Context: an optimization exercise on an open-source flow, tuned for small area, a short achievable clock period and few clock cycles. The choices shown serve that exercise and are no tape-out recipe.
Function was not checked in any run shown here: the RTL went through the layout flow alone.
No activity file was given, so power comes from the tool's default toggle rates.

--- flow/config.mk ---
export PLATFORM = sky130hd
export DESIGN_NAME = CHIP
export DESIGN_NICKNAME = CHIP
export VERILOG_FILES = /design/flow/design.v
export SDC_FILE = /design/flow/constraint.sdc
export NUM_CORES = 8
export LEC_CHECK = 0
export ABC_CLOCK_PERIOD_IN_PS = 4000
export CAP_MARGIN = 20
export CORE_MARGIN = 2
export CORE_UTILIZATION = 45
export SETUP_SLACK_MARGIN = 5.0
export SLEW_MARGIN = 20
--- flow/constraint.sdc ---
create_clock -name core_clock -period 9.0 [get_ports {clk}]
set_input_delay 1.8000 -clock core_clock [delete_from_list [all_inputs] [get_ports {clk}]]
set_output_delay 1.8000 -clock core_clock [all_outputs]
set_load 0.01 [all_outputs]
--- flow/design.v ---
module CHIP (
    clk, rst_n,
    mem_read_D, mem_write_D, mem_addr_D, mem_wdata_D, mem_rdata_D, mem_ready_D,
    mem_read_I, mem_write_I, mem_addr_I, mem_wdata_I, mem_rdata_I, mem_ready_I,
    DCACHE_addr, DCACHE_wdata, DCACHE_wen
);
    input          clk, rst_n;
    output         mem_read_D;
    output         mem_write_D;
    output [31:4]  mem_addr_D;
    output [127:0] mem_wdata_D;
    input  [127:0] mem_rdata_D;
    input          mem_ready_D;
    output         mem_read_I;
    output         mem_write_I;
    output [31:4]  mem_addr_I;
    output [127:0] mem_wdata_I;
    input  [127:0] mem_rdata_I;
    input          mem_ready_I;
    output [29:0]  DCACHE_addr;
    output [31:0]  DCACHE_wdata;
    output         DCACHE_wen;
    localparam IIB = 2;               
    localparam IW  = 2;               
    localparam IS  = 1 << IIB;
    localparam ISB = 10;              
    localparam ITW = ISB - IIB;       
    localparam DL  = 4;               
    localparam DSB = 10;              
    localparam DTW = DSB;
    localparam MS_IDLE = 2'd0, MS_REQ = 2'd1, MS_WAIT = 2'd2;
    reg  [29:0] pc;                  
    reg         d_v;                 
    reg         d_pj;                
    reg  [31:0] d_ir;
    reg  [29:0] d_pc1;               
    reg         e_v;                 
    reg  [4:0]  e_sa;                
    reg  [31:0] e_yv;                
    reg         e_sub, e_sra, e_srl, e_bne;
    reg         e_osum, e_olog, e_osh, e_oslt, e_olnk;    
    reg  [1:0]  e_lop;
    reg         e_fw;                
    reg  [29:0] e_alt;               
    reg         e_pt;                
    reg  [29:0] ras;                 
    reg  [31:0] e_a, e_b;
    reg  [4:0]  e_rd;
    reg         e_we, e_ld, e_st, e_br, e_jr;
    reg  [31:0] m_res;               
    reg  [31:0] m_sd;
    reg  [4:0]  m_rd;
    reg         m_we, m_ld, m_st, m_fw;
    reg  [31:0] w_val;               
    reg  [4:0]  w_rd;
    reg         w_we;
    reg  [31:0] rf [1:31];
    reg  [31:1] rv;                  
    wire freeze;                     
    reg  [127:0]   ic_data  [0:IW*IS-1];
    reg  [ITW-1:0] ic_tag   [0:IW*IS-1];
    reg            ic_valid [0:IW*IS-1];
    reg  [3:0]     ic_jr    [0:IW*IS-1];    
    reg  [IS-1:0]  ic_lru;           
    reg  [27-ISB:0] ic_seg;          
    reg  [1:0]  is_st;
    reg         i_req;
    reg  [27:0] i_addr;
    wire [27:0]    f_line = pc[29:2];
    wire [IIB-1:0] f_idx  = f_line[IIB-1:0];
    wire [ITW-1:0] f_tag  = f_line[ISB-1:IIB];
    wire           f_sh   = (f_line[27:ISB] == ic_seg);
    function [31:0] word_of;
        input [127:0] l;
        input [1:0]   w;
        begin
            case (w)
                2'd0: word_of = l[31:0];
                2'd1: word_of = l[63:32];
                2'd2: word_of = l[95:64];
                default: word_of = l[127:96];
            endcase
        end
    endfunction
    wire f_h0 = f_sh & ic_valid[f_idx] & (ic_tag[f_idx] == f_tag);
    wire f_h1;
    reg  [31:0] f_w0, f_w1r;
    integer fi;
    always @(*) begin
        f_w0  = 32'd0;
        f_w1r = 32'd0;
        for (fi = 0; fi < IS*4; fi = fi + 1) begin
            f_w0  = f_w0  | ({32{pc[IIB+1:0] == fi}} & ic_data[fi / 4][32*(fi % 4) +: 32]);
            f_w1r = f_w1r | ({32{pc[IIB+1:0] == fi}} & ic_data[(IW - 1) * IS + fi / 4][32*(fi % 4) +: 32]);
        end
    end
    wire [31:0] f_w1;
    generate if (IW == 2) begin : g_iw2
        assign f_h1 = f_sh & ic_valid[IS + f_idx] & (ic_tag[IS + f_idx] == f_tag);
        assign f_w1 = f_w1r;
    end else begin : g_iw1
        assign f_h1 = 1'b0;
        assign f_w1 = 32'd0;
    end endgenerate
    wire f_hit = f_h0 | f_h1;
    wire f_byp = (is_st == MS_WAIT) & mem_ready_I & (i_addr == f_line);
    wire [31:0] f_ir = f_h1 ? f_w1 : (f_h0 ? f_w0 : word_of(mem_rdata_I, pc[1:0]));
    wire f_ok = f_hit | f_byp;
    wire [29:0] f_pc1 = pc + 30'd1;
    wire [IIB-1:0] n_idx  = f_idx + 1'b1;
    wire           n_cy   = &f_idx;
    wire [ITW-1:0] f_tag1 = f_tag + 1'b1;
    wire           n_out  = n_cy & (&f_tag);               
    wire [27:0]    n_line = {f_line[27:ISB], n_cy ? f_tag1 : f_tag, n_idx};
    wire n_h0 = ic_valid[n_idx] & (n_cy ? (ic_tag[n_idx] == f_tag1) : (ic_tag[n_idx] == f_tag));
    wire n_h1;
    generate if (IW == 2) begin : g_nw2
        assign n_h1 = ic_valid[IS + n_idx] & (n_cy ? (ic_tag[IS + n_idx] == f_tag1) : (ic_tag[IS + n_idx] == f_tag));
    end else begin : g_nw1
        assign n_h1 = 1'b0;
    end endgenerate
    wire n_hit = n_h0 | n_h1;
    wire [5:0] d_op = d_ir[31:26];
    wire [5:0] d_fn = d_ir[5:0];
    wire [4:0] d_rs = d_ir[25:21];
    wire [4:0] d_rt = d_ir[20:16];
    wire [4:0] d_rdf = d_ir[15:11];
    wire d_rtype = (d_op == 6'b000000);
    wire d_jr    = d_rtype & (d_fn[5:1] == 5'b00100);          
    wire d_jalr  = d_rtype & (d_fn == 6'b001001);
    wire d_j     = (d_op == 6'b000010);
    wire d_jal   = (d_op == 6'b000011);
    wire d_br    = (d_op[5:1] == 5'b00010);                   
    wire d_lw    = (d_op == 6'b100011);
    wire d_sw    = (d_op == 6'b101011);
    wire d_imm   = (d_op[5:3] == 3'b001);                     
    wire d_rtalu = d_rtype & ~d_jr;
    wire d_ret   = d_rtype & (d_fn == 6'b001000);              
    wire d_use_rs = ~(d_j | d_jal) & ~(d_rtype & (d_fn[5:2] == 4'b0000));   
    wire d_use_rt = d_rtype | d_br | d_sw;
    wire [4:0] d_rd  = d_jal ? 5'd31 : (d_rtype ? d_rdf : d_rt);
    wire       d_we  = (d_rtalu | d_jalr | d_jal | d_imm | d_lw) & (d_rd != 5'd0);
    wire [29:0] d_btgt = d_pc1 + {{14{d_ir[15]}}, d_ir[15:0]};
    wire [29:0] d_jtgt = {d_pc1[29:26], d_ir[25:0]};
    wire        d_bpt  = d_br & d_ir[15];                      
    reg  [31:0] d_rfs, d_rft;
    integer r;
    always @(*) begin
        d_rfs = 32'd0;
        d_rft = 32'd0;
        for (r = 1; r < 32; r = r + 1) begin
            d_rfs = d_rfs | ({32{(d_rs == r) & rv[r]}} & rf[r]);
            d_rft = d_rft | ({32{(d_rt == r) & rv[r]}} & rf[r]);
        end
    end
    wire [31:0] d_rsv = (w_we & (w_rd == d_rs) & (d_rs != 5'd0)) ? w_val : d_rfs;
    wire [31:0] d_rtv = (w_we & (w_rd == d_rt) & (d_rt != 5'd0)) ? w_val : d_rft;
    wire [2:0] d_code = d_rtype ? d_fn[2:0] : (d_op[5] ? 3'b000 : d_op[2:0]);
    wire d_sub = (d_code == 3'b010);                           
    wire d_slt = d_sub & (~d_rtype | d_fn[3]);
    wire d_shf = d_rtype & ~d_fn[5];
    wire d_ui  = (d_op[5:2] == 4'b0011);                       
    wire d_fam = e_v & e_fw & (e_rd == d_rs);
    wire d_faw = m_we & (m_rd == d_rs);
    wire d_fbm = e_v & e_fw & (e_rd == d_rt);
    wire d_fbw = m_we & (m_rd == d_rt);
    wire        d_ryv = d_rtype & ~d_jalr;
    wire [31:0] d_iml = (d_jal | d_jalr) ? {d_pc1, 2'b00} : {{16{~d_ui & d_ir[15]}}, d_ir[15:0]};
    wire d_haz = d_v & ((e_ld & ((e_rd == d_rs) | (e_rd == d_rt))) |
                        (pl_v & ((d_rs == pl_rd) | (d_rt == pl_rd) | (d_rdf == pl_rd) | (pl_rd == 5'd31))));
    wire [31:0] e_fa = e_a;
    wire [31:0] e_fb = e_b;
    wire [31:0] e_y  = e_yv;
    wire [31:0] e_sum = e_fa + (e_sub ? ~e_y : e_y) + {31'd0, e_sub};
    wire e_lt = $signed(e_fa) < $signed(e_y);
    wire [4:0] e_sh = e_sa;
    wire [31:0] e_shr = $signed({e_sra & e_fb[31], e_fb}) >>> e_sh;
    wire [31:0] e_shl = e_fb << e_sh;
    reg  [31:0] e_log;
    always @(*) begin
        case (e_lop)
            2'd0: e_log = e_fa & e_y;
            2'd1: e_log = e_fa | e_y;
            2'd2: e_log = e_fa ^ e_y;
            default: e_log = ~(e_fa | e_y);
        endcase
    end
    wire [31:0] e_res = ({32{e_olnk}} & e_y) |
                        ({32{e_osh}}  & (e_srl ? e_shr : e_shl)) |
                        {31'd0, e_oslt & e_lt} |
                        ({32{e_olog}} & e_log) |
                        ({32{e_osum}} & e_sum);
    wire e_eq  = (e_fa == e_fb);
    wire e_tk  = e_bne ? ~e_eq : e_eq;
    wire e_mis = e_v & e_br & (e_tk != e_pt);
    wire e_red = e_mis | (e_v & e_jr & ~(e_pt & (e_fa[31:2] == e_alt)));
    wire [29:0] e_tgt = e_jr ? e_fa[31:2] : e_alt;
    reg  [127:0]   dc_data  [0:DL-1];
    reg  [DTW-1:0] dc_tag   [0:DL-1];
    reg            dc_valid [0:DL-1];
    reg            dc_dirty [0:DL-1];
    reg  [2:0]     dc_lru;           
    reg  [27-DSB:0] dc_seg;          
    localparam D_IDLE = 3'd0, D_RREQ = 3'd1, D_RWAIT = 3'd2, D_WREQ = 3'd3, D_WWAIT = 3'd4, D_FCAP = 3'd5;
    reg  [2:0]     ds_st;
    reg            dm_rd, dm_wr;
    reg  [27:0]    dm_addr;
    reg  [1:0]     d_vi;             
    reg            d_wb;             
    reg  [27:0]    d_wba;            
    reg  [127:0]   d_wbuf;           
    reg            wbp;              
    reg            d_st;             
    reg            d_pl;             
    reg            pl_v;             
    reg            pl_w;             
    reg  [4:0]     pl_rd;
    reg  [1:0]     ps_wo;            
    reg  [31:0]    ps_d;             
    wire [27:0]    m_line = m_res[31:4];
    wire [DTW-1:0] m_tag  = m_line[DSB-1:0];
    wire           m_sh   = (m_line[27:DSB] == dc_seg);
    wire [1:0]     m_wo   = m_res[3:2];
    reg  [DL-1:0]  m_hw;             
    reg  [31:0]    m_hv;             
    reg  [1:0]     m_hl;             
    integer mi;
    always @(*) begin
        m_hv = 32'd0;
        m_hl = 2'd0;
        for (mi = 0; mi < DL; mi = mi + 1) begin
            m_hw[mi] = m_sh & dc_valid[mi] & (dc_tag[mi] == m_tag);
            m_hv = m_hv | ({32{m_hw[mi]}} & word_of(dc_data[mi], m_wo));
            if (m_hw[mi]) m_hl = mi;
        end
    end
    wire m_hit = |m_hw;
    wire m_acc = m_ld | m_st;
    wire d_idle = (ds_st == D_IDLE);
    wire d_busy = (ds_st == D_RREQ) | (ds_st == D_RWAIT);
    wire d_rdy  = (ds_st == D_RWAIT) & mem_ready_D;
    wire m_rel  = m_ld & (~m_we | (~pl_v & ~(e_v & e_we & (e_rd == m_rd)) &
                  ~(d_v & ((d_rs == m_rd) | (d_rt == m_rd) | (d_rdf == m_rd) | (m_rd == 5'd31)))));
    wire d_go   = d_rdy & ~d_st & ~d_pl;                   
    wire d_sblk = m_st & d_busy & (~m_hit | (m_hl == d_vi) | d_rdy);
    wire d_can  = d_idle & ~pl_w;                          
    wire m_vd   = dc_valid[m_vi] & dc_dirty[m_vi];
    wire d_wfst = wbp & (m_vd | (m_line == d_wba));        
    wire d_rst  = m_acc & ~m_hit & m_sh & d_can & ~d_wfst;   
    assign freeze = m_acc & (d_sblk | (~m_hit & ~((m_st | m_rel) & d_rst) & ~d_go));
    wire m_pend = m_ld & ~m_hit & ~d_go;                         
    wire [31:0] m_ldv = d_go ? word_of(mem_rdata_D, m_wo) : m_hv;
    function [2:0] lru_touch;
        input [2:0] b;
        input [1:0] l;
        begin
            lru_touch = b;
            lru_touch[0] = ~l[1];
            if (l[1]) lru_touch[2] = ~l[0];
            else      lru_touch[1] = ~l[0];
        end
    endfunction
    reg            f_any;
    reg  [1:0]     f_dl;
    integer q;
    always @(*) begin
        f_any = 1'b0;
        f_dl  = 2'd0;
        for (q = DL-1; q >= 0; q = q - 1)
            if (dc_valid[q] & dc_dirty[q]) begin
                f_any = 1'b1;
                f_dl  = q;
            end
    end
    wire [1:0] m_vl = ~dc_valid[0] ? 2'd0 : ~dc_valid[1] ? 2'd1 : ~dc_valid[2] ? 2'd2 : ~dc_valid[3] ? 2'd3 :
                      dc_lru[0] ? {1'b1, dc_lru[2]} : {1'b0, dc_lru[1]};
    wire       m_cln = ~dc_dirty[0] | ~dc_dirty[1] | ~dc_dirty[2] | ~dc_dirty[3];
    wire [1:0] m_cl  = ~dc_dirty[0] ? 2'd0 : ~dc_dirty[1] ? 2'd1 : ~dc_dirty[2] ? 2'd2 : 2'd3;
    wire [1:0] m_vi  = (wbp & dc_valid[m_vl] & dc_dirty[m_vl] & m_cln) ? m_cl : m_vl;
    genvar gw;
    assign mem_read_D  = dm_rd;
    assign mem_write_D = dm_wr;
    assign mem_addr_D  = dm_addr;
    reg  [127:0] d_wdat;
    integer wi;
    always @(*) begin
        d_wdat = 128'd0;
        for (wi = 0; wi < DL; wi = wi + 1)
            d_wdat = d_wdat | ({128{d_vi == wi}} & dc_data[wi]);
    end
    assign mem_wdata_D = d_wbuf;
    assign DCACHE_wen   = m_st;
    assign DCACHE_addr  = m_res[31:2];
    assign DCACHE_wdata = m_sd;
    assign mem_read_I  = i_req;
    assign mem_write_I = 1'b0;
    assign mem_addr_I  = i_addr;
    assign mem_wdata_I = 128'd0;
    wire [31:0] d_mval = m_ld ? m_ldv : m_res;
    wire [31:0] d_fav  = d_fam ? e_res : (d_faw ? d_mval : d_rsv);
    wire [31:0] d_fbv  = d_fbm ? e_res : (d_fbw ? d_mval : d_rtv);
    wire d_red  = d_v & ~d_haz & ((~d_pj & (d_j | d_jal | d_ret)) | d_bpt);
    wire [29:0] d_tgt = d_ret ? ras : (d_br ? d_btgt : d_jtgt);
    integer k;
    always @(posedge clk) begin
        if (!rst_n) w_we <= 1'b0;
        else        w_we <= m_we & ~m_pend & ~freeze;
        w_rd  <= m_rd;
        w_val <= m_ld ? m_ldv : m_res;
    end
    always @(posedge clk) begin
        if (!rst_n) begin
            pc   <= 30'd0;
            ras  <= 30'd0;
            d_v  <= 1'b0;
            e_v  <= 1'b0;
            e_we <= 1'b0; e_ld <= 1'b0; e_st <= 1'b0; e_br <= 1'b0; e_jr <= 1'b0; e_fw <= 1'b0;
            m_we <= 1'b0; m_ld <= 1'b0; m_st <= 1'b0; m_fw <= 1'b0;
        end else if (!freeze) begin
            m_we  <= e_v & e_we;
            m_fw  <= e_v & e_fw;
            m_ld  <= e_v & e_ld;
            m_st  <= e_v & e_st;
            m_rd  <= e_rd;
            m_res <= e_res;
            m_sd  <= e_fb;
            if (e_red | d_haz | ~d_v) begin
                e_v <= 1'b0;
                e_we <= 1'b0; e_ld <= 1'b0; e_st <= 1'b0; e_br <= 1'b0; e_jr <= 1'b0; e_fw <= 1'b0;
            end else begin
                e_v  <= 1'b1;
                e_we <= d_we;
                e_ld <= d_lw;
                e_st <= d_sw;
                e_br <= d_br;
                e_jr <= d_jr;
                e_fw <= d_we & ~d_lw;
            end
            e_sa  <= d_ir[10:6];
            e_yv  <= d_ryv ? d_fbv : d_iml;
            e_sub <= d_sub;
            e_sra <= d_fn[0];
            e_srl <= d_fn[1];
            e_lop <= d_code[1:0];
            e_olnk <= d_jal | d_jalr;
            e_osh  <= d_shf & ~d_jalr;
            e_oslt <= d_slt;
            e_olog <= d_code[2] & ~d_shf & ~d_jal & ~d_jalr;
            e_osum <= ~d_code[2] & ~d_slt & ~d_shf & ~d_jal & ~d_jalr;
            e_bne <= d_op[0];
            e_alt <= d_ret ? ras : (d_bpt ? d_pc1 : d_btgt);
            e_pt  <= d_bpt | d_ret;
            if (d_v & ~d_haz & ~e_red & (d_jal | d_jalr)) ras <= d_pc1;
            e_a   <= d_fav;
            e_b   <= d_fbv;
            e_rd  <= d_rd;
            if (!d_haz) begin
                d_ir  <= f_ir;
                d_pc1 <= f_pc1;
                d_pj  <= f_isj | f_isr;
            end
            if (e_red) begin
                pc  <= e_tgt;
                d_v <= 1'b0;
            end else if (d_haz) begin
            end else if (d_red) begin
                pc  <= d_tgt;
                d_v <= 1'b0;
            end else begin
                d_v <= f_ok;
                if (f_ok) pc <= f_nxt;
            end
        end
    end
    wire        pl_wr = pl_w & ~w_we;                  
    wire        rf_we = w_we | pl_wr;
    wire [4:0]  rf_wa = w_we ? w_rd : pl_rd;
    wire [31:0] rf_wd = w_we ? w_val : word_of(mem_rdata_D, ps_wo);    
    always @(posedge clk) begin
        if (rf_we) rf[rf_wa] <= rf_wd;
    end
    always @(posedge clk) begin
        if (!rst_n) rv <= 31'd0;
        else if (rf_we && rf_wa != 5'd0) rv[rf_wa] <= 1'b1;
    end
    wire i_redirect = ~freeze & d_red;
    wire i_dem  = ~f_hit & ~i_redirect;
    wire [3:0] i_jrm;
    genvar gj;
    generate for (gj = 0; gj < 4; gj = gj + 1) begin : g_jr
        assign i_jrm[gj] = (mem_rdata_I[32*gj+26 +: 6] == 6'd0) & (mem_rdata_I[32*gj +: 6] == 6'b001000);
    end endgenerate
    wire [3:0] f_jrm = f_h1 ? ic_jr[IS + f_idx] : ic_jr[f_idx];
    wire       f_jmp = |(f_jrm & (4'b1111 << pc[1:0]));
    wire       f_isj = f_h1 ? (f_w1[31:27] == 5'b00001) : (f_h0 & (f_w0[31:27] == 5'b00001));
    wire       f_isr = f_hit & f_jrm[pc[1:0]] & ~(d_v & (d_jal | d_jalr));
    wire [29:0] f_nxt = f_isj ? {f_pc1[29:26], f_ir[25:0]} : (f_isr ? ras : f_pc1);
    wire i_pref = f_hit & ~n_hit & ~n_out & ~i_redirect & ~f_jmp;
    wire i_ivw  = (IW == 2) ? (~ic_valid[i_addr[IIB-1:0]] ? 1'b0 : ~ic_valid[IS + i_addr[IIB-1:0]] ? 1'b1 : ic_lru[i_addr[IIB-1:0]]) : 1'b0;
    always @(posedge clk) begin
        if (!rst_n) begin
            is_st <= MS_IDLE;
            i_req <= 1'b0;
            for (k = 0; k < IW*IS; k = k + 1) ic_valid[k] <= 1'b0;
            ic_lru <= {IS{1'b0}};
        end else begin
            if (IW == 2 && f_hit) ic_lru[f_idx] <= ~f_h1;
            case (is_st)
                MS_IDLE: begin
                    if (i_dem | i_pref) begin
                        i_req  <= 1'b1;
                        is_st  <= MS_REQ;
                    end
                end
                MS_REQ: begin
                    i_req <= 1'b0;
                    is_st <= MS_WAIT;
                end
                default: begin
                    if (mem_ready_I) begin
                        is_st <= MS_IDLE;
                        if (i_addr[27:ISB] != ic_seg) begin
                            ic_seg <= i_addr[27:ISB];
                            for (k = 0; k < IW*IS; k = k + 1) ic_valid[k] <= 1'b0;
                        end
                        if (IW == 2) begin
                            ic_valid[{i_ivw, i_addr[IIB-1:0]}] <= 1'b1;
                            ic_lru[i_addr[IIB-1:0]] <= ~i_ivw;
                        end else begin
                            ic_valid[i_addr[IIB-1:0]] <= 1'b1;
                        end
                    end
                end
            endcase
        end
    end
    wire [IIB:0] i_fl = (IW == 2) ? {i_ivw, i_addr[IIB-1:0]} : {1'b0, i_addr[IIB-1:0]};
    always @(posedge clk) begin
        if (is_st == MS_IDLE) i_addr <= f_hit ? n_line : f_line;
        if (is_st == MS_WAIT && mem_ready_I) begin
            ic_data[i_fl] <= mem_rdata_I;
            ic_tag [i_fl] <= i_addr[ISB-1:IIB];
            ic_jr  [i_fl] <= i_jrm;
        end
    end
    wire         d_inst = d_rdy;
    wire         d_sthit = m_st & m_hit & ~d_sblk;
    wire [31:0]  d_wv   = d_inst ? ps_d : m_sd;             
    wire [127:0] dc_wd;
    generate for (gw = 0; gw < 4; gw = gw + 1) begin : g_wd
        assign dc_wd[32*gw +: 32] = (d_inst & ~(d_st & (ps_wo == gw))) ? mem_rdata_D[32*gw +: 32] : d_wv;
    end endgenerate
    integer dl, dw;
    always @(posedge clk) begin
        for (dl = 0; dl < DL; dl = dl + 1)
            for (dw = 0; dw < 4; dw = dw + 1)
                if ((d_inst & (d_vi == dl)) | (d_sthit & (m_hl == dl) & (m_wo == dw)))
                    dc_data[dl][32*dw +: 32] <= dc_wd[32*dw +: 32];
    end
    wire d_segm = m_acc & ~m_sh;                           
    wire ev_rd  = d_idle & d_rst;                          
    wire ev_wr  = d_idle & wbp & (d_segm | (~d_rst & ~(m_acc & ~m_hit & pl_w)));    
    wire ev_fs  = d_idle & d_segm & ~wbp & f_any;          
    wire ev_fc  = (ds_st == D_FCAP);                       
    always @(posedge clk) begin
        if (!rst_n) begin
            ds_st <= D_IDLE;
            dm_rd <= 1'b0;
            dm_wr <= 1'b0;
            wbp    <= 1'b0;
            pl_v   <= 1'b0;
            pl_w   <= 1'b0;
            dc_seg <= {(28-DSB){1'b0}};
            for (k = 0; k < DL; k = k + 1) dc_valid[k] <= 1'b0;
            dc_lru <= 3'd0;
        end else begin
            if (m_acc && m_hit && !d_sblk) dc_lru <= lru_touch(dc_lru, m_hl);
            if (pl_wr) begin
                pl_v <= 1'b0;
                pl_w <= 1'b0;
            end
            if (d_rst && m_ld && m_we && m_rel) pl_v <= 1'b1;
            if (d_rdy && d_pl && pl_v) pl_w <= 1'b1;
            case (ds_st)
                D_IDLE: begin
                    if (ev_rd) begin
                        dm_rd <= 1'b1;
                        ds_st <= D_RREQ;
                    end else if (ev_wr) begin
                        dm_wr <= 1'b1;
                        ds_st <= D_WREQ;
                    end else if (ev_fs) begin
                        ds_st <= D_FCAP;
                    end else if (d_segm) begin
                        dc_seg <= m_line[27:DSB];
                        for (k = 0; k < DL; k = k + 1) dc_valid[k] <= 1'b0;
                    end
                end
                D_RREQ: begin
                    dm_rd <= 1'b0;
                    ds_st <= D_RWAIT;
                end
                D_RWAIT: begin
                    if (mem_ready_D) begin
                        ds_st <= D_IDLE;
                        dc_valid[d_vi] <= 1'b1;
                        dc_lru <= lru_touch(dc_lru, d_vi);
                        if (d_wb) wbp <= 1'b1;
                    end
                end
                D_FCAP: begin
                    wbp   <= 1'b1;
                    ds_st <= D_IDLE;
                end
                D_WREQ: begin
                    dm_wr <= 1'b0;
                    ds_st <= D_WWAIT;
                end
                default: begin
                    if (mem_ready_D) begin
                        ds_st <= D_IDLE;
                        wbp   <= 1'b0;
                    end
                end
            endcase
        end
    end
    always @(posedge clk) begin
        if (ev_rd) begin
            dm_addr <= m_line;
            d_vi    <= m_vi;
            d_wb    <= m_vd;
            if (m_vd) d_wba <= {dc_seg, dc_tag[m_vi]};
            d_st    <= m_st;
            d_pl    <= m_rel;
            ps_wo   <= m_wo;
            ps_d    <= m_sd;
        end
        if (ev_wr) dm_addr <= d_wba;
        if (ev_fs) d_vi <= f_dl;
        if (d_rst && m_ld && m_rel) pl_rd <= m_rd;
        if (d_sthit) dc_dirty[m_hl] <= 1'b1;
        if (d_rdy) begin
            dc_tag  [d_vi] <= dm_addr[DSB-1:0];
            dc_dirty[d_vi] <= d_st;
            if (d_wb) d_wbuf <= d_wdat;
        end
        if (ev_fc) begin
            d_wbuf <= d_wdat;
            d_wba  <= {dc_seg, dc_tag[d_vi]};
            dc_dirty[d_vi] <= 1'b0;
        end
    end
endmodule
--- flow/run.sh ---
#!/bin/bash
# synth_recipe.tcl (not shown) runs the flow's synth.tcl, then flattens the netlist and writes it again
# the make line also repeats each setting of config.mk as NAME=value (left out here)
make -C /OpenROAD-flow-scripts/flow DESIGN_CONFIG=/design/flow/config.mk WORK_HOME=/design/flow/orfs CLKGATE_MAP_FILE= SYNTH_SCRIPT=/design/flow/synth_recipe.tcl finish
==> summary.md, run 1 <==
| Metric | Value |
|---|---|
| Status | complete, no violations |
| # H-tree levels | 5 |
| # rows | around 220 |
| Post-synthesis mux area share | 0.0868 |
| Hold Crit Start | e_st$_SDFFE_PN0N_ |
| Final net count | between 10000 and 15000 |
| Avg Vias per Cell | 7.12 |
| Total Routing Usage GR | 0.368 |
| Post-synthesis instance area | 158000 um2 |
| Min-delay worst type | register to register |
| CP endpoint kind | register |
| Die X | 596 um |
| Slew HR | 0.183 |
| Die Ht | 596 um |
| Area share of xor/xnor cells in the synthesized design | 0.0235 |
| Post-Route Setup TNS | 0 ns |
| Die ar. | 355000 um2 |
| Unrepaired setup endpoints after global routing | true |
| Switching power | approximately 9000 uW |
| Worst flop-to-flop path endpoint | e_yv[10]$_DFFE_PP_ |
| DP Wirelength | slightly above 400000 um |
| Worst Skew | roughly 0.070 ns |
| R2r setup slk | approximately 4.8 ns |
| Number of synthesized flops with an enable pin | 3218 |
| Req. time, crit path | about 9.8 ns |
| Clock share of power | 0.412 |
| Initial DRT Pass Iterations | 14 |
| Post-synth ARST share | 0 |
| Post-synthesis simple-gate area fraction | 0.0686 |
| Filler cells | 28400 |
| Startpoint types | register |
| DRC | 0 |
| Net Sw Frac | 0.247 |
| Complex-gate fraction of the synthesized area | 0.135 |
| Max-cap violations | 0 |
| Port Buffer Count | 509 |
| Antenna-violating nets left | 0 |
| Leakage | roughly 0.062 uW |
| WHS Endpoint | e_st$_SDFFE_PN0N_ |
| Cell total after placement | around 16000 |
| Clock tree buffer depth | 4 |
| Number of distinct library cells after synthesis | 103 |
| CP max FO | 33 |
| Vias in the first global route | 112000 |
| Starting Density | 0.452 |
| Worst-Skew Late Latency | 1.00 ns |
| Period utilization | 0.469 |
| Register share of total power | 0.493 |
| First-pass GRT wire length | 916000 um |
| Clock-pin slew on the worst setup and hold paths | 0.06 ns |
| Final setup fails | 0 |
| Mapped Cells | 11200 |
| Comb pwr share | 0.095 |
| Total Wirelength | roughly 680000 um |
| Top_reg_cell synth | edfxtp_1 |
| Per-cell routed wire length | just over 40 um |
| CTS Sinks | 3416 |
| Largest net degree at the start of global routing | 140 |
| Global route overflow | 0 |
| Fin area | 187000 um2 |
| Crit path arrival time | approximately 5.0 ns |
| Worst Tran Pin Value | ~1.2 ns |
| Largest family of logic cells by synthesized area | compound AO/OA/AOI/OAI gates |
| Hold depth | 2 |
| Cell taking the most area after synthesis | edfxtp_1 |
| # hold bufs at CTS | 0 |
| Core area | around 350000 um2 |
| Hold slack | 0.464 ns |
| Top post-synthesis cells by area | edfxtp_1 61%, mux4_2 6.1%, a22oi_1 3.1% |
| TritonCTS buffer count | 362 |
| CTS tree | done |
| Post-synthesis sequential area ratio | 0.637 |
| Avg Cell Area, Syn | 14.1 um2 |
| Area after DPL | 168000 um2 |
| Fraction of layout instances using a drive strength above 1 | 0.189 |
| Root Driver | clkbuf_16 |
| Share of the synthesized area in the top cell type | 0.612 |
| Vias | 120000 |
| Max frequency | 237 MHz |
| 1st-iter DRT viols | 23900 |
| Seq cells post-synth | roughly 3400 |
| Pwr Density | 198 nW/um2 |
| Layout area overhead | 18.6% |
| Fin. max-slew vios | 0 |
| Post-layout instance count excluding filler cells | 16800 |
| I/O pin count | 639 |
| FF-to-FF Start | d_ir[16]$_DFFE_PP_ |
| Final-report hold violation count | 0 |
| Pint | roughly 28000 uW |
| Setup CP Type | register to register |
| Post-Synth Adder-Cell Area | 0.0148 |
| Fin crit period | around 4.2 ns |
| Routability cong. | 0.986 |
| Max VDD drop | 0.000184 V |
| FF-to-FF path depth | 11 |
| Antenna violations before repair | 70 |
| Synth warn | 2 |
metrics by stage:
stage / setup WS, ns / power, uW / utilization
after detailed placement: 2.53 / 21600 / 0.482
after global routing: 4.80 / 37800 / 0.536
after CTS: 4.88 / 36800 / 0.527
after floorplan: 0.932 / 20200 / -
after global placement: 2.51 / 21600 / 0.482
final: 4.78 / 37000 / 0.536
placed cells by master (no fill, tap or decap), types with 62 or more instances in the layout:
master	synthesis	routed
o211ai_1	66	66
mux4_2	428	428
clkinv_2	0	68
a221oi_1	384	373
xor2_1	171	170
xnor2_1	253	225
mux2_2	116	115
dfxtp_1	198	177
clkdlybuf4s50_1	0	492
mux2i_1	273	260
a21oi_1	531	494
conb_1	1	129
buf_6	10	64
nand4_1	201	201
nor2_1	746	678
a222oi_1	159	159
o21ai_0	289	260
clkbuf_16	0	393
nand2_1	423	407
a22oi_1	662	661
a22o_1	395	395
nor3_1	179	121
ha_1	183	171
clkinv_1	6	62
inv_1	201	198
nand3_1	292	280
edfxtp_1	3218	3218
buf_4	165	478
buf_12	0	69
what timing repair did:
action / 4_1_cts / 5_1_grt
pin swaps: 53 / 95
setup buffers: 176 / 126
resized for setup: 396 / 293
gates cloned: 16 / 32
endpoints found under the setup margin: 1260 / 816
endpoints found under the hold margin: 0 / 0
metal layers:
metal | share of wire | global-route usage
met1 | 0.35 | 0.473
met4 | 0.077 | 0.218
met5 | 0.00047 | 0
met3 | 0.15 | 0.120
met2 | 0.43 | 0.545
how the worst max path moves through the flow:
stage          slack [ns]          startpoint                  endpoint  cells after the start
2_1_floorplan        0.93         mem_ready_D         d_ir[0]$_DFFE_PP_                      8
3_3_place_gp         2.51         mem_ready_D  dc_data[2][16]$_DFFE_PP_                      9
3_5_place_dp         2.53         mem_ready_D  dc_data[2][26]$_DFFE_PP_                      9
4_1_cts              4.88  pc[0]$_SDFFE_PN0P_        pc[0]$_SDFFE_PN0P_                     16
5_1_grt              4.80     w_we$_SDFF_PN0_       rv[21]$_SDFFE_PN0P_                     18
6_report             4.78  d_ir[16]$_DFFE_PP_        e_yv[10]$_DFFE_PP_                     11
state kept, by name (all words and copies together), names as in the netlist, 31 cells and up, named ones only:
signal,flops
m_res,32
m_sd,32
ps_d,32
e_a,32
ic_tag,64
e_b,32
rf,992
dc_data,512
d_ir,32
dc_tag,40
ic_jr,32
d_wbuf,128
ic_data,1024
rv,31
w_val,32
e_yv,32
cells in the mapped netlist (20+ instances only):
library cell,n
a211oi_1,44
buf_2,72
a221oi_1,384
buf_4,165
o21a_1,48
o31ai_1,43
a22o_1,395
xor2_1,171
nor4_1,64
buf_1,116
and2_1,34
nor2b_1,20
and3_1,122
dfxtp_1,198
clkbuf_1,638
nor3_1,179
a31oi_1,36
o21ai_0,289
a222oi_1,159
mux2i_1,273
nand3_1,292
nand4_1,201
a22oi_1,662
nor2_1,746
edfxtp_1,3218
nand2b_1,38
o211ai_1,66
a21o_1,59
nand2_1,423
mux4_2,428
a21oi_1,531
o22ai_1,21
inv_1,201
mux2_2,116
or3_1,31
xnor2_1,253
ha_1,183
power groups by stage:
stage          registers (uW)  logic [uW]  clock network [uW]
2_1_floorplan           18500        1680                   0
3_3_place_gp            18600        2980                   0
3_5_place_dp            18600        3010                   0
4_1_cts                 18200        3310               15300
5_1_grt                 18300        3640               15900
6_report                18200        3520               15300
layout make-up:
class,count,area [um2],area share
antenna,24,60.1,0.000321
clock buffer,432,9490,0.0507
clock inverter,226,2430,0.0130
inverter,208,798,0.00427
multi-input combinational,6733,55600,0.297
sequential,3416,101000,0.538
tap,4599,5750,0.0307
timing repair buffer,1189,12400,0.0664
critical path: stages (launching register included):
cell and delay [ns]:
edfxtp_1 0.32, buf_4 0.28, nor3b_4 0.67, and3_4 1.02, a22o_1 0.26, a221oi_1 0.06, nand4_1 0.16, nor3_2 0.10
a21oi_2 0.43, a211oi_1 0.17, a21oi_1 0.37, a21o_1 0.19
cells by family after synthesis:
family / after synthesis
compound gates: 2912
xor+xnor: 424
fa+ha+maj: 185
buf+inv: 1209
flops: 3416
mux: 818
other cells: 1
simple gates: 2258
==> run 2: changes to the inputs <==
--- a/flow/design.v
+++ b/flow/design.v
@@ -153,8 +153,8 @@
             d_rft = d_rft | ({32{(d_rt == r) & rv[r]}} & rf[r]);
         end
     end
-    wire [31:0] d_rsv = (w_we & (w_rd == d_rs) & (d_rs != 5'd0)) ? w_val : d_rfs;
-    wire [31:0] d_rtv = (w_we & (w_rd == d_rt) & (d_rt != 5'd0)) ? w_val : d_rft;
+    wire d_faww = w_we & (w_rd == d_rs);                 
+    wire d_fbww = w_we & (w_rd == d_rt);
     wire [2:0] d_code = d_rtype ? d_fn[2:0] : (d_op[5] ? 3'b000 : d_op[2:0]);
     wire d_sub = (d_code == 3'b010);                           
     wire d_slt = d_sub & (~d_rtype | d_fn[3]);
@@ -297,8 +297,18 @@
     assign mem_addr_I  = i_addr;
     assign mem_wdata_I = 128'd0;
     wire [31:0] d_mval = m_ld ? m_ldv : m_res;
-    wire [31:0] d_fav  = d_fam ? e_res : (d_faw ? d_mval : d_rsv);
-    wire [31:0] d_fbv  = d_fbm ? e_res : (d_fbw ? d_mval : d_rtv);
+    wire d_sae = d_fam;
+    wire d_sam = d_faw & ~d_fam;
+    wire d_saw = d_faww & ~d_fam & ~d_faw;
+    wire d_sar = ~d_fam & ~d_faw & ~d_faww;
+    wire d_sbe = d_fbm;
+    wire d_sbm = d_fbw & ~d_fbm;
+    wire d_sbw = d_fbww & ~d_fbm & ~d_fbw;
+    wire d_sbr = ~d_fbm & ~d_fbw & ~d_fbww;
+    wire [31:0] d_fav = ({32{d_sae}} & e_res) | ({32{d_sam}} & d_mval) | ({32{d_saw}} & w_val) | ({32{d_sar}} & d_rfs);
+    wire [31:0] d_fbv = ({32{d_sbe}} & e_res) | ({32{d_sbm}} & d_mval) | ({32{d_sbw}} & w_val) | ({32{d_sbr}} & d_rft);
+    wire [31:0] d_yv  = ({32{d_ryv & d_sbe}} & e_res) | ({32{d_ryv & d_sbm}} & d_mval) | ({32{d_ryv & d_sbw}} & w_val) |
+                        ({32{d_ryv & d_sbr}} & d_rft) | ({32{~d_ryv}} & d_iml);
     wire d_red  = d_v & ~d_haz & ((~d_pj & (d_j | d_jal | d_ret)) | d_bpt);
     wire [29:0] d_tgt = d_ret ? ras : (d_br ? d_btgt : d_jtgt);
     integer k;
@@ -337,7 +347,7 @@
                 e_fw <= d_we & ~d_lw;
             end
             e_sa  <= d_ir[10:6];
-            e_yv  <= d_ryv ? d_fbv : d_iml;
+            e_yv  <= d_yv;
             e_sub <= d_sub;
             e_sra <= d_fn[0];
             e_srl <= d_fn[1];
--- a/flow/config.mk
+++ b/flow/config.mk
@@ -8,6 +8,6 @@
 export ABC_CLOCK_PERIOD_IN_PS = 4000
 export CAP_MARGIN = 20
 export CORE_MARGIN = 2
-export CORE_UTILIZATION = 45
+export CORE_UTILIZATION = 40
 export SETUP_SLACK_MARGIN = 5.0
 export SLEW_MARGIN = 20
==> summary.md, run 2 <==
| Metric | Value |
|---|---|
| Status | complete, no violations |
| Starting Density | 0.402 |
| First-pass GRT wire length | 939000 um |
| Top flop regs | ic_data (1024), rf (992), dc_data (512) |
| Total Routing Usage GR | 0.336 |
| Setup WS pre-CTS | a little under 3 ns |
| Mapped Cells | ~11000 |
| Post-synthesis instance area | 158000 um2 |
| DRC | 0 |
| Slew HR | 0.129 |
| Avg Vias per Cell | 6.90 |
| Synth warn | 2 |
| Clock share of power | 0.427 |
| Core area | approximately 400000 um2 |
| Most common cell after layout, fill and taps aside | edfxtp_1 |
| Largest register FFs | 1024 |
| Fin. max-slew vios | 0 |
| CTS Sinks | 3416 |
| Largest net degree at the start of global routing | 133 |
| Final Util | 0.474 |
| Final WS setup | 4.78 ns |
| CTS tree | done |
| Total Wirelength | approximately 700000 um |
| Post-Route Setup TNS | 0 ns |
| Crit path arrival time | 5.05 ns |
| Cell taking the most area after synthesis | edfxtp_1 |
| Startpoint types | register |
| Layout area overhead | 18.1% |
| Number of synthesized flops with an enable pin | 3218 |
| Synth top cells by count | 3218 x edfxtp_1, 740 x a22oi_1, 663 x nor2_1, 618 x clkbuf_1, 496 x nand2_1 |
| Worst-Skew Late Latency | between 1 and 1.5 ns |
| 1st-iter DRT viols | 23600 |
| Pint | 27100 uW |
| # hold bufs at CTS | 0 |
| Pwr Density | 191 nW/um2 |
| Seq cells post-synth | 3416 |
| Req. time, crit path | between 9 and 10 ns |
| Die ar. | 399000 um2 |
| TritonCTS buffer count | 363 |
| Initial DRT Pass Iterations | 10 |
| Antenna violations before repair | 67 |
| Post-synth ARST share | 0 |
| Die X | 632 um |
| Clock tree buffer depth | 4 |
| Min-delay worst type | register to register |
| Routability cong. | 0.990 |
| Unrepaired setup endpoints after global routing | true |
| CP max FO | 32 |
| Vias | between 100k and 150k |
| Net Sw Frac | 0.238 |
| Number of distinct library cells after synthesis | around 120 |
| Max-cap violations | 0 |
| # H-tree levels | 5 |
| Worst Tran Pin Value | 1.31 ns |
| Fin crit period | around 4.2 ns |
| Antenna-violating nets left | 0 |
| Count leader, synth | edfxtp_1 |
| # rows | 230 |
| Share of the synthesized area in the top cell type | 0.613 |
| Max frequency | between 200 and 250 MHz |
| Port Buffer Count | between 500 and 600 |
| Max VDD drop | 0.000169 V |
| Period utilization | 0.469 |
| Register share of total power | 0.501 |
| Global route overflow | 0 |
| Final setup fails | 0 |
| Leakage | 0.0613 uW |
| Hold slack | roughly 0.47 ns |
| Clock-pin slew on the worst setup and hold paths | 0.06 ns |
| Worst Skew | 0.121 ns |
| Final-report hold violation count | 0 |
| Final net count | ~12000 |
| Post-synthesis sequential area ratio | 0.638 |
| Most frequent cells in the layout | 3218 x edfxtp_1, 739 x a22oi_1, 610 x nor2_1, 492 x nand2_1, 477 x clkdlybuf4s50_1 |
| Per-cell routed wire length | between 40 and 50 um |
| Register name with the most flops | ic_data |
| I/O pin count | 639 |
| Switching power | about 8400 uW |
| DP Wirelength | 423000 um |
| Comb pwr share | 0.072 |
| Avg Cell Area, Syn | 14.1 um2 |
| Fraction of layout instances using a drive strength above 1 | 0.175 |
| Top post-synthesis cells by area | edfxtp_1 61%, mux4_2 6.1%, a22oi_1 3.5% |
| Top_reg_cell synth | edfxtp_1 |
| Setup CP Type | register to register |
| Root Driver | clkbuf_16 |
| Die Ht | 632 um |
| CP endpoint kind | register |
| Vias in the first global route | 114000 |
run 2: cell count changes after synthesis, moves of 25 or more:
| cell | previous run | this run |
|---|---|---|
| a21oi_1 | 531 | 437 |
| a22o_1 | 395 | 348 |
| a22oi_1 | 662 | 740 |
| mux2_2 | 116 | 88 |
| mux2i_1 | 273 | 183 |
| nand2_1 | 423 | 496 |
| nor2_1 | 746 | 663 |
| o21ai_0 | 289 | 337 |
| o21ai_1 | 14 | 42 |
| o221ai_1 | 7 | 35 |
| xor2_1 | 171 | 146 |
run 2: final timing paths:
path / start / endpoint / slack, ns / cells after the start
min: dc_seg[15]$_SDFFE_PN0P_ / d_wba[25]$_DFFE_PP_ / 0.47 / 0
max reg2reg: d_ir[18]$_DFFE_PP_ / e_yv[24]$_DFFE_PP_ / 4.78 / 13
min reg2reg: dc_seg[15]$_SDFFE_PN0P_ / d_wba[25]$_DFFE_PP_ / 0.47 / 0
max: d_ir[18]$_DFFE_PP_ / e_yv[24]$_DFFE_PP_ / 4.78 / 13
run 2: final cells by class:
type	instances	area, um2
inverters	212	818
multi-input cells	6718	54900
clock buffers	461	9740
clock inverters	208	2110
diodes	30	75.1
repair buffers	1112	11400
fillers	33900	206000
flip-flops and latches	3416	101000
well taps	5220	6530
run 2: layer usage:
layer,vias up,wire (um),GRT usage
li1,46300,-,-
met3,2678,99500,0.102
met2,11200,300000,0.501
met5,-,526,0.000845
met4,63,59800,0.227
met1,59600,239000,0.422
run 2: repair_timing:
| action | CTS | global route |
|---|---|---|
| pin swaps | 50 | 63 |
| gates resized for setup | 369 | 181 |
| setup buffers | 186 | 67 |
| cloned | 18 | 6 |
| setup endpoints to repair | 1273 | 1125 |
run 2: through the flow:
step / std cells / cell area [um2] / power [uW]
global placement: 16400 / 169000 / 20300
detailed placement: 16400 / 169000 / 20300
global route: 17400 / 186000 / 36300
finish: 17400 / 186000 / 35500
floorplan: 11300 / 158000 / 19300
CTS: 17300 / 185000 / 35400
run 2: power groups by stage:
stage          Clock (uW)  Combinational [uW]  Sequential (uW)
4_1_cts             15200                2430            17800
5_1_grt             15800                2630            17800
2_1_floorplan           0                1280            18000
3_5_place_dp            0                2160            18200
3_3_place_gp            0                2140            18200
6_report            15200                2540            17800
run 2: critical path, cell delays in order (launching register included):
cell,delay (ns)
edfxtp_1,0.38
buf_4,0.20
buf_4,0.16
nor3b_2,0.55
and3_4,0.96
a22o_1,0.25
a221oi_1,0.06
nand4_1,0.19
nor3_1,0.07
buf_4,0.18
nor2_1,0.37
a21oi_1,0.18
o221ai_1,0.16
o2bb2ai_1,0.15
run 2: logic make-up (layout without fill, tap and decap cells):
group                      after synthesis  after routing  synth area share
AOI/OAI and AO/OA                     2994           2996             0.140
xor gates and xnor gates               413            413            0.0231
adders and majority gates              185            185            0.0148
buffers and inverters                 1209           1993            0.0340
DFF                                   3416           3416             0.638
muxes                                  702            702            0.0794
other                                    1            159         0.0000238
and+or+nand+nor                       2287           2293            0.0707
==> run 3: changes to the inputs <==
--- a/flow/config.mk
+++ b/flow/config.mk
@@ -8,6 +8,6 @@
 export ABC_CLOCK_PERIOD_IN_PS = 4000
 export CAP_MARGIN = 20
 export CORE_MARGIN = 2
-export CORE_UTILIZATION = 40
+export CORE_UTILIZATION = 45
 export SETUP_SLACK_MARGIN = 5.0
 export SLEW_MARGIN = 20
==> summary.md, run 3 <==
| Metric | Value |
|---|---|
| Min-delay worst type | register to register |
| Die Ht | 596 um |
| Routability cong. | 1.01 |
| Crit path arrival time | 5.11 ns |
| CTS tree | done |
| Core area | 349000 um2 |
| Mapped Cells | approximately 11000 |
| CP max FO | 22 |
| Cell total after placement | 15800 |
| Fin crit period | 4.26 ns |
| Avg Vias per Cell | 7.12 |
| Hold slack | around 0.47 ns |
| Crit path from | d_ir[20]$_DFFE_PP_ |
| Status | complete, no violations |
| DP Wirelength | 408000 um |
| Avg Cell Area, Syn | 14.1 um2 |
| Number of synthesized flops with an enable pin | 3218 |
| CTS Sinks | 3416 |
| Starting Density | 0.452 |
| FF-to-FF Start | d_ir[20]$_DFFE_PP_ |
| Total Routing Usage GR | 0.368 |
| Share of the synthesized area in the top cell type | 0.613 |
| 1st-iter DRT viols | 21800 |
| Hold Crit Start | e_st$_SDFFE_PN0N_ |
| Die ar. | 355000 um2 |
| Period utilization | 0.474 |
| # rows | 217 |
| Final-report hold violation count | 0 |
| Final net count | 12200 |
| Max VDD drop | 0.000181 V |
| Total Wirelength | 678000 um |
| Root Driver | clkbuf_16 |
| Clock-pin slew on the worst setup and hold paths | 0.06 ns |
| Setup WS pre-CTS | 3.21 ns |
| Global route overflow | 0 |
| Antenna violations before repair | 63 |
| Fraction of layout instances using a drive strength above 1 | 0.172 |
| Top post-synthesis cells by area | edfxtp_1 61%, mux4_2 6.1%, a22oi_1 3.5% |
| Filler cells | ~29000 |
| Worst Tran Pin Value | 1.27 ns |
| # H-tree levels | 5 |
| Slew HR | 0.152 |
| Most frequent cells in the layout | 3218 x edfxtp_1, 739 x a22oi_1, 611 x nor2_1, 492 x nand2_1, 490 x clkdlybuf4s50_1 |
| Final setup fails | 0 |
| Final WS setup | 4.74 ns |
| Seq cells post-synth | approximately 3400 |
| # hold bufs at CTS | 0 |
| Initial DRT Pass Iterations | 17 |
| CP max stage cell | and3_2 |
| Vias | 119000 |
| Register name with the most flops | ic_data |
| Worst Skew | 0.0888 ns |
| Number of distinct library cells after synthesis | 116 |
| TritonCTS buffer count | 366 |
| Worst-Skew Late Latency | 1.02 ns |
| Per-cell routed wire length | about 41 um |
| Synth warn | 2 |
| Fin. max-slew vios | 0 |
| Largest net degree at the start of global routing | roughly 130 |
| Cell taking the most area after synthesis | edfxtp_1 |
| Top_reg_cell synth | edfxtp_1 |
| Synth top cells by count | 3218 x edfxtp_1, 740 x a22oi_1, 663 x nor2_1, 618 x clkbuf_1, 496 x nand2_1 |
| Hold depth | 2 |
| Post-synth ARST share | 0 |
| Post-layout instance count excluding filler cells | 16700 |
| Largest stage delay, worst path | around 0.64 ns |
| Final Util | 0.530 |
| Unrepaired setup endpoints after global routing | true |
| Most common cell after layout, fill and taps aside | edfxtp_1 |
| I/O pin count | between 600 and 700 |
| Largest register FFs | 1024 |
| First-pass GRT wire length | 914000 um |
| FF-to-FF path depth | 12 |
| Top flop regs | ic_data (1024), rf (992), dc_data (512) |
| Setup CP Type | register to register |
| Layout area overhead | 17.3% |
| Leakage | around 0.06 uW |
| Die X | ~600 um |
| Max-cap violations | 0 |
| Clock tree buffer depth | 4 |
| Post-synthesis sequential area ratio | 0.638 |
| CP endpoint kind | register |
| Post-Route Setup TNS | 0 ns |
| DRC | 0 |
| Port Buffer Count | 509 |
| CP Cell Sequence | buf_4 -> nor2_1 -> and3_2 -> buf_4 -> a22o_1 -> a221oi_1 -> nand4_1 -> nor3_2 -> nor2_1 -> a221oi_1 -> o221ai_1 -> a21o_1 |
| Req. time, crit path | 9.85 ns |
| Antenna-violating nets left | 0 |
| Startpoint types | register |
| Vias in the first global route | 113000 |
| Post-synthesis instance area | 158000 um2 |
| Count leader, synth | edfxtp_1 |
| Pwr Density | 192 nW/um2 |
| Max frequency | 235 MHz |
==> run 3: changes by cell type in the layout (fill, tap and decap cells not counted), sizes merged, moves of 2 or more <==
cell	change
clkinv	+11
clkinvlp	-2
bufinv	+2
dlygate4sd2	-11
clkdlybuf4s50	+13
nor2	+2
buf	-45
clkdlybuf4s15	-3
==> run 3: report_power, final <==
group	total [uW]	switching [uW]	internal (uW)
clock network	15200	6580	8600
registers	17800	211	17600
logic	2490	1550	945
total	35500	8340	27100
==> run 3: timing repair <==
action                                  in CTS  in global routing
gates cloned                                15                 17
endpoints found under the hold margin        0                  0
pin swaps                                   37                 50
gates resized for setup                    326                169
setup buffers                              133                 83
endpoints found under the setup margin    1311               1068
==> run 3: layer usage <==
layer	global-route usage	vias to the layer above	part of all wire
met5	0	-	0.00067
met4	0.225	64	0.078
met3	0.120	2464	0.15
met2	0.550	10900	0.43
met1	0.464	59400	0.34
li1	-	46200	-
==> run 3: area by class of cell <==
class / count / area (um2) / area share
antenna: 29 / 72.6 / 0.000392
clock buffer: 453 / 9730 / 0.0526
clock inverter: 218 / 2160 / 0.0117
inverter: 212 / 811 / 0.00438
multi-input combinational: 6716 / 54800 / 0.296
sequential: 3416 / 101000 / 0.544
tap: 4599 / 5750 / 0.0311
timing repair buffer: 1073 / 11000 / 0.0596
==> run 3: logic make-up after synthesis <==
group	count (synthesis)	share of synthesized area
xor gates and xnor gates	413	0.0231
muxes	702	0.0794
DFF	3416	0.638
adders and majority gates	185	0.0148
AOI/OAI and AO/OA	2994	0.140
other	1	0.0000238
and+or+nand+nor	2287	0.0707
buffers and inverters	1209	0.0340
==> run 3: final timing paths <==
check                           slack [ns]            endpoint
worst max-delay path                  4.74  e_yv[12]$_DFFE_PP_
worst min-delay path                  0.47   e_st$_SDFFE_PN0N_
worst max register to register        4.74  e_yv[12]$_DFFE_PP_
worst min register to register        0.47   e_st$_SDFFE_PN0N_
==> run 3: worst max-delay path: cells and delay by family, from the launching register on <==
kind	cells	cell delay (ns)
simple gates	5	1.98
buf+inv	2	0.81
compound gates	5	0.80
flops	1	0.49
==> run 3: metrics by stage <==
| stage | instance area (um2) | power, uW |
|---|---|---|
| finish | 185000 | 35500 |
| global route | 185000 | 36200 |
| global placement | 168000 | 20300 |
| detailed placement | 168000 | 20300 |
| floorplan | 158000 | 19300 |
| CTS | 183000 | 35400 |
==> run 4: changes to the inputs <==
--- a/flow/design.v
+++ b/flow/design.v
@@ -33,6 +33,8 @@
     reg         d_v;                 
     reg         d_pj;                
     reg  [31:0] d_ir;
+    reg  [3:0]  d_rsh, d_rth;        
+    reg  [7:0]  d_rsl, d_rtl;        
     reg  [29:0] d_pc1;               
     reg         e_v;                 
     reg  [4:0]  e_sa;                
@@ -149,8 +151,8 @@
         d_rfs = 32'd0;
         d_rft = 32'd0;
         for (r = 1; r < 32; r = r + 1) begin
-            d_rfs = d_rfs | ({32{(d_rs == r) & rv[r]}} & rf[r]);
-            d_rft = d_rft | ({32{(d_rt == r) & rv[r]}} & rf[r]);
+            d_rfs = d_rfs | ({32{d_rsh[r / 8] & d_rsl[r % 8] & rv[r]}} & rf[r]);
+            d_rft = d_rft | ({32{d_rth[r / 8] & d_rtl[r % 8] & rv[r]}} & rf[r]);
         end
     end
     wire d_faww = w_we & (w_rd == d_rs);                 
@@ -366,6 +368,10 @@
             e_rd  <= d_rd;
             if (!d_haz) begin
                 d_ir  <= f_ir;
+                d_rsh <= 4'b0001 << f_ir[25:24];
+                d_rsl <= 8'b00000001 << f_ir[23:21];
+                d_rth <= 4'b0001 << f_ir[20:19];
+                d_rtl <= 8'b00000001 << f_ir[18:16];
                 d_pc1 <= f_pc1;
                 d_pj  <= f_isj | f_isr;
             end
--- a/flow/config.mk
+++ b/flow/config.mk
@@ -8,6 +8,6 @@
 export ABC_CLOCK_PERIOD_IN_PS = 4000
 export CAP_MARGIN = 20
 export CORE_MARGIN = 2
-export CORE_UTILIZATION = 45
+export CORE_UTILIZATION = 40
 export SETUP_SLACK_MARGIN = 5.0
 export SLEW_MARGIN = 20
==> summary.md, run 4 <==
| Metric | Value |
|---|---|
| Layout area overhead | 17.8% |
| Die Ht | 633 um |
| Final Util | 0.474 |
| Share of the synthesized area in the top cell type | 0.615 |
| Global route overflow | 0 |
| Clock-pin slew on the worst setup and hold paths | 0.06 ns |
| DR top layer | met5 |
| Setup CP Type | register to register |
| Top_reg_cell synth | edfxtp_1 |
| # H-tree levels | 5 |
| I/O pin count | 639 |
| Clock tree buffer depth | 4 |
| Met1 WL | 239000 um |
| Cell taking the most area after synthesis | edfxtp_1 |
| Top post-synthesis cells by area | edfxtp_1 62%, mux4_2 6.1%, a22oi_1 2.8% |
| Crit path arrival time | 4.94 ns |
| CTS tree | done |
| Total Wirelength | a little under 700000 um |
| Routability cong. | 0.998 |
| Pwr Density | between 150 and 200 nW/um2 |
| Post-Synth Adder-Cell Area | 0.0147 |
| CP max FO | 21 |
| Most common cell after layout, fill and taps aside | edfxtp_1 |
| Post-synthesis instance area | ~160000 um2 |
| DP Wirelength | roughly 420000 um |
| Root Driver | clkbuf_16 |
| Area share of xor/xnor cells in the synthesized design | 0.0231 |
| Post-synthesis sequential area ratio | 0.640 |
| Avg Cell Area, Syn | 14.2 um2 |
| # rows | 230 |
| Starting Density | 0.402 |
| Req. time, crit path | 9.76 ns |
| Fraction of layout instances using a drive strength above 1 | 0.178 |
| Initial DRT Pass Iterations | 14 |
| DRC | 0 |
| Post-synthesis mux area share | 0.0844 |
| Worst-Skew Late Latency | 1.00 ns |
| Unrepaired setup endpoints after global routing | true |
| Synth top cells by count | 3242 x edfxtp_1, 631 x nor2_1, 614 x clkbuf_1, 584 x a22oi_1, 476 x nand2_1 |
| CTS Sinks | ~3400 |
| Max frequency | 239 MHz |
| Final-report hold violation count | 0 |
| Final net count | 12200 |
| Top flop regs | ic_data (1024), rf (992), dc_data (512) |
| Fin crit period | ~4.2 ns |
| Largest register FFs | slightly above 1000 |
| Leakage | 0.0621 uW |
| Complex-gate fraction of the synthesized area | 0.137 |
| Number of synthesized flops with an enable pin | 3242 |
| # hold bufs at CTS | 0 |
| Worst Tran Pin Value | about 1.3 ns |
| Die ar. | 401000 um2 |
| Post-Route Setup TNS | 0 ns |
| Total Routing Usage GR | 0.334 |
| Period utilization | 0.465 |
| Most frequent cells in the layout | 3242 x edfxtp_1, 592 x nor2_1, 582 x a22oi_1, 480 x clkdlybuf4s50_1, 469 x buf_4 |
| Number of distinct library cells after synthesis | 102 |
| Antenna violations before repair | 75 |
| Antenna-violating nets left | 0 |
| Max VDD drop | 0.000176 V |
| Post-synthesis simple-gate area fraction | 0.0664 |
| Largest net degree at the start of global routing | 129 |
| Register name with the most flops | ic_data |
| Detail Route met3 WL | 106000 um |
| Vias in the first global route | 113000 |
| Worst Skew | 0.0769 ns |
| Vias | between 100k and 150k |
| Core area | 393000 um2 |
| Slew HR | 0.138 |
| Largest family of logic cells by synthesized area | compound AO/OA/AOI/OAI gates |
| Min-delay worst type | register to register |
| Post-synth ARST share | 0 |
| Met2 WL | 295000 um |
| Per-cell routed wire length | 40.2 um |
| CP endpoint kind | register |
| Final setup fails | 0 |
| Fin. max-slew vios | 0 |
| Status | complete, no violations |
| Avg Vias per Cell | 6.91 |
| Startpoint types | register |
| Synth warn | 2 |
| Max-cap violations | 0 |
| Seq cells post-synth | roughly 3400 |
| Mapped Cells | 11100 |
| First-pass GRT wire length | about 930000 um |
| Count leader, synth | edfxtp_1 |
| TritonCTS buffer count | 362 |
| Port Buffer Count | between 500 and 600 |
| Die X | 633 um |
| 1st-iter DRT viols | 22700 |
## run 4: cell types whose count changed in the layout (fill, tap and decap cells not counted), sizes merged, moves of 43 or more
cell,before,now
a22o,348,445
nand4,212,158
buf,544,593
a22oi,740,584
xnor2,267,223
a221oi,362,443
nor3,163,120
o21ai,382,296
mux2i,183,239
xor2,146,193
## run 4: final timing paths
kind	to	startpoint	slack, ns	cells after the start
worst max-delay path	e_yv[15]$_DFFE_PP_	d_rth[2]$_SDFFCE_PN0P_	4.82	9
worst min-delay path	d_wba[23]$_DFFE_PP_	dc_seg[13]$_SDFFE_PN0P_	0.47	0
worst min register to register	d_wba[23]$_DFFE_PP_	dc_seg[13]$_SDFFE_PN0P_	0.47	0
worst max register to register	e_yv[15]$_DFFE_PP_	d_rth[2]$_SDFFCE_PN0P_	4.82	9
## run 4: logic make-up (layout without fill, tap and decap cells)
logic type      after synthesis  after routing
xor+xnor                    416            416
mux                         783            783
simple gates               2182           2188
other cells                   1            153
buf+inv                    1216           2015
compound gates             2895           2896
flops                      3440           3440
fa+ha+maj                   185            185
## run 4: routing by layer
metal,global-route usage,up-vias
met4,0.215,60
met1,0.417,59700
met5,0.00109,-
met3,0.121,2548
li1,-,46100
met2,0.489,11000
## run 4: cell type report
type,count,area (um2)
antenna,24,60.1
clock buffer,433,9510
clock inverter,228,2220
fill,33900,207000
inverter,233,903
multi-input combinational,6597,54500
sequential,3440,101000
tap,5220,6530
timing repair buffer,1121,11300
## run 4: stage by stage
step | instance area, um2 | hold slack (ns) | instances | power (uW) | worst slack [ns]
after floorplan | 159000 | 0.363 | 11200 | 19500 | 0.944
after global placement | 170000 | 0.454 | 16300 | 20500 | 2.76
after detailed placement | 170000 | 0.461 | 16300 | 20600 | 2.66
after CTS | 185000 | 0.470 | 17200 | 35600 | 4.82
after global routing | 186000 | 0.486 | 17300 | 36500 | 4.87
final | 186000 | 0.471 | 17300 | 35800 | 4.82
## run 4: worst max-delay path, cell delays in order (launching register included)
cell and delay, ns:
edfxtp_1 0.55, and3_2 0.57, buf_4 0.47, a22o_1 0.32
a221oi_1 0.22, nand4_1 0.13, o21ai_0 1.01, nand2_1 0.09
a221o_1 0.37, o21a_1 0.19
## run 4: repair_timing
action                      CTS  global route
pin swaps                    45            74
setup endpoints to repair  1627           934
gates resized for setup     301           195
setup buffers               172            89
cloned                       22             9
## run 4: report_power, final
group / internal (uW) / switching (uW)
combinational: 995 / 1690
sequential: 17700 / 231
clock: 8550 / 6610
total: 27200 / 8530
==> run 5: changes to the inputs <==
--- a/flow/config.mk
+++ b/flow/config.mk
@@ -8,6 +8,6 @@
 export ABC_CLOCK_PERIOD_IN_PS = 4000
 export CAP_MARGIN = 20
 export CORE_MARGIN = 2
-export CORE_UTILIZATION = 40
+export CORE_UTILIZATION = 45
 export SETUP_SLACK_MARGIN = 5.0
 export SLEW_MARGIN = 20
==> summary.md, run 5 <==
| Metric | Value |
|---|---|
| Largest family of logic cells by synthesized area | compound AO/OA/AOI/OAI gates |
| CP max FO | 26 |
| I/O pin count | 639 |
| Register name with the most flops | ic_data |
| Post-synthesis instance area | 158000 um2 |
| Antenna violations before repair | between 60 and 70 |
| Slew HR | 0.121 |
| Largest net degree at the start of global routing | around 130 |
| # hold bufs at CTS | 0 |
| FF-to-FF path depth | 11 |
| Post-synth ARST share | 0 |
| Fin. max-slew vios | 0 |
| DRC | 0 |
| Area share of xor/xnor cells in the synthesized design | 0.0231 |
| Post-synthesis simple-gate area fraction | 0.0664 |
| WHS Endpoint | w_val[1]$_DFF_P_ |
| Count leader, synth | edfxtp_1 |
| Clock tree buffer depth | 4 |
| Post-Synth Adder-Cell Area | 0.0147 |
| Worst-Skew Late Latency | around 0.97 ns |
| Hold Crit Start | m_res[1]$_DFFE_PP_ |
| Total Routing Usage GR | 0.364 |
| Post-Route Setup TNS | 0 ns |
| Avg Cell Area, Syn | 14.2 um2 |
| Largest register FFs | 1024 |
| Total Wirelength | 674000 um |
| Min-delay worst type | register to register |
| Tot Pwr | approximately 36000 uW |
| FF-to-FF Start | d_ir[18]$_DFFE_PP_ |
| Post-synthesis sequential area ratio | 0.640 |
| Worst flop-to-flop path endpoint | e_yv[26]$_DFFE_PP_ |
| Number of distinct library cells after synthesis | around 100 |
| Antenna-violating nets left | 0 |
| Most common cell after layout, fill and taps aside | edfxtp_1 |
| DR top layer | met5 |
| Detail Route met3 WL | slightly above 100000 um |
| Global route overflow | 0 |
| Crit path from | d_ir[18]$_DFFE_PP_ |
| Final-report hold violation count | 0 |
| Met2 WL | 285000 um |
| CP Cell Sequence | xnor2_1 -> nand3_1 -> nor3_4 -> nand3_2 -> buf_4 -> and3_4 -> buf_6 -> o31a_1 -> a21oi_1 -> o211ai_1 -> a2bb2oi_1 |
| Worst path depth | 11 |
| Seq cells post-synth | 3440 |
| Setup CP Type | register to register |
| Largest stage delay, worst path | 0.78 ns |
| Crit path arrival time | 4.92 ns |
| Top post-synthesis cells by area | edfxtp_1 62%, mux4_2 6.1%, a22oi_1 2.8% |
| Die X | 597 um |
| Core area | 350000 um2 |
| Unrepaired setup endpoints after global routing | true |
| Hold depth | 2 |
| CP max stage cell | o31a_1 |
| Worst path bufs/invs | 2 |
| First-pass GRT wire length | 908000 um |
| Leakage | 0.0623 uW |
| Max frequency | about 240 MHz |
| Die ar. | 356000 um2 |
| Vias | 119000 |
| Top_reg_cell synth | edfxtp_1 |
| Complex-gate fraction of the synthesized area | 0.137 |
| Status | complete, no violations |
| CTS Sinks | 3440 |
| Cell family with most CP delay | compound AO/OA/AOI/OAI gates |
| Final net count | 12200 |
| Max-cap violations | 0 |
| Cell taking the most area after synthesis | edfxtp_1 |
| Routability cong. | slightly below 1 |
| Root Driver | clkbuf_16 |
| Post-synthesis mux area share | 0.0844 |
| Worst Tran Pin Value | 1.31 ns |
| DP Wirelength | 403000 um |
| Port Buffer Count | 509 |
| Req. time, crit path | 9.75 ns |
| Clock-pin slew on the worst setup and hold paths | ~0.070 ns |
| Pwr Density | 194 nW/um2 |
| Startpoint types | register |
| Starting Density | 0.452 |
| Fraction of layout instances using a drive strength above 1 | 0.175 |
| 1st-iter DRT viols | 22600 |
| Max VDD drop | about 0.00019 V |
| Period utilization | 0.462 |
| # rows | 217 |
| Vias in the first global route | 112000 |
| Per-cell routed wire length | 40.4 um |
| Most frequent cells in the layout | 3242 x edfxtp_1, 590 x nor2_1, 581 x a22oi_1, 498 x clkdlybuf4s50_1, 467 x nand2_1 |
| Final Util | 0.532 |
| Final setup fails | 0 |
| CP endpoint kind | register |
| Met1 WL | ~230000 um |
| Worst Skew | between 0.08 and 0.09 ns |
| Avg Vias per Cell | 7.12 |
| Synth warn | 2 |
| R2r setup slk | 4.84 ns |
| TritonCTS buffer count | ~370 |
| Number of synthesized flops with an enable pin | about 3200 |
| Fin crit period | 4.16 ns |
| Layout area overhead | 17.6% |
| Initial DRT Pass Iterations | 20 |
| CTS tree | done |
| Top flop regs | ic_data (1024), rf (992), dc_data (512) |
| Share of the synthesized area in the top cell type | 0.615 |
| Synth top cells by count | 3242 x edfxtp_1, 631 x nor2_1, 614 x clkbuf_1, 584 x a22oi_1, 476 x nand2_1 |
| # H-tree levels | 5 |
| Die Ht | 597 um |
| Mapped Cells | 11100 |
==> run 5: worst max-delay path by stage <==
stage,endpoint,slack (ns)
4_1_cts,e_yv[31]$_DFFE_PP_,4.97
3_5_place_dp,e_a[0]$_DFFE_PP_,2.75
5_1_grt,e_yv[31]$_DFFE_PP_,4.79
3_3_place_gp,e_a[0]$_DFFE_PP_,2.84
6_report,e_yv[26]$_DFFE_PP_,4.84
2_1_floorplan,d_ir[0]$_DFFE_PP_,0.94
==> run 5: kinds of logic (layout without fill, tap and decap cells) <==
| family | after synthesis | after routing |
|---|---|---|
| other | 1 | 157 |
| AND/OR/NAND/NOR | 2182 | 2186 |
| adder cells (fa/ha/maj) | 185 | 185 |
| buffers and inverters | 1216 | 2028 |
| flip-flops | 3440 | 3440 |
| multiplexers | 783 | 783 |
| AO/OA/AOI/OAI | 2895 | 2895 |
| XOR/XNOR | 416 | 416 |
==> run 5: layout make-up <==
type | instances | area, um2
fill | 28500 | 164000
sequential | 3440 | 101000
multi-input combinational | 6594 | 54400
timing repair buffer | 1121 | 11500
clock buffer | 469 | 9770
tap | 4599 | 5750
clock inverter | 205 | 2310
inverter | 233 | 900
antenna | 28 | 70.1
==> run 5: layer usage <==
metal	GRT usage	vias to the layer above
met4	0.220	56
met5	0	-
met1	0.468	59400
met3	0.126	2430
li1	-	46100
met2	0.528	10900
==> run 5: stage by stage <==
stage          setup WS, ns  instances  area, um2  hold slack [ns]
4_1_cts                4.97      16500     184000            0.454
5_1_grt                4.79      16700     186000            0.493
3_5_place_dp           2.75      15700     169000            0.447
2_1_floorplan         0.944      11200     159000            0.363
6_report               4.84      16700     186000            0.467
3_3_place_gp           2.84      15700     169000            0.447
==> run 5: timing repair <==
| item | in CTS | in global routing |
|---|---|---|
| gates cloned | 23 | 12 |
| endpoints found under the hold margin | 0 | 0 |
| buffers inserted | 151 | 113 |
| pin swaps | 56 | 68 |
| setup endpoints to repair | 1364 | 925 |
| resized for setup | 336 | 173 |
==> run 5: worst reg2reg max path, stage by stage, from the launching register on <==
cell	delay (ns)
edfxtp_1	0.58
xnor2_1	0.21
nand3_1	0.14
nor3_4	0.08
nand3_2	0.08
buf_4	0.46
and3_4	0.51
buf_6	0.55
o31a_1	0.83
a21oi_1	0.14
o211ai_1	0.19
a2bb2oi_1	0.18
==> run 5: report_power, final <==
part           internal [uW]  switching (uW)
combinational            988            1610
clock                   8970            6520
sequential             17700             232
total                  27700            8360

Check on run 5: ideal ports give 4.838 ns setup slack; a clkbuf_16 on the clock port and buf_2 on the inputs give 4.838 ns; moving port delays by the midpoint clock arrival (1.040 ns) as well gives 4.003 ns.
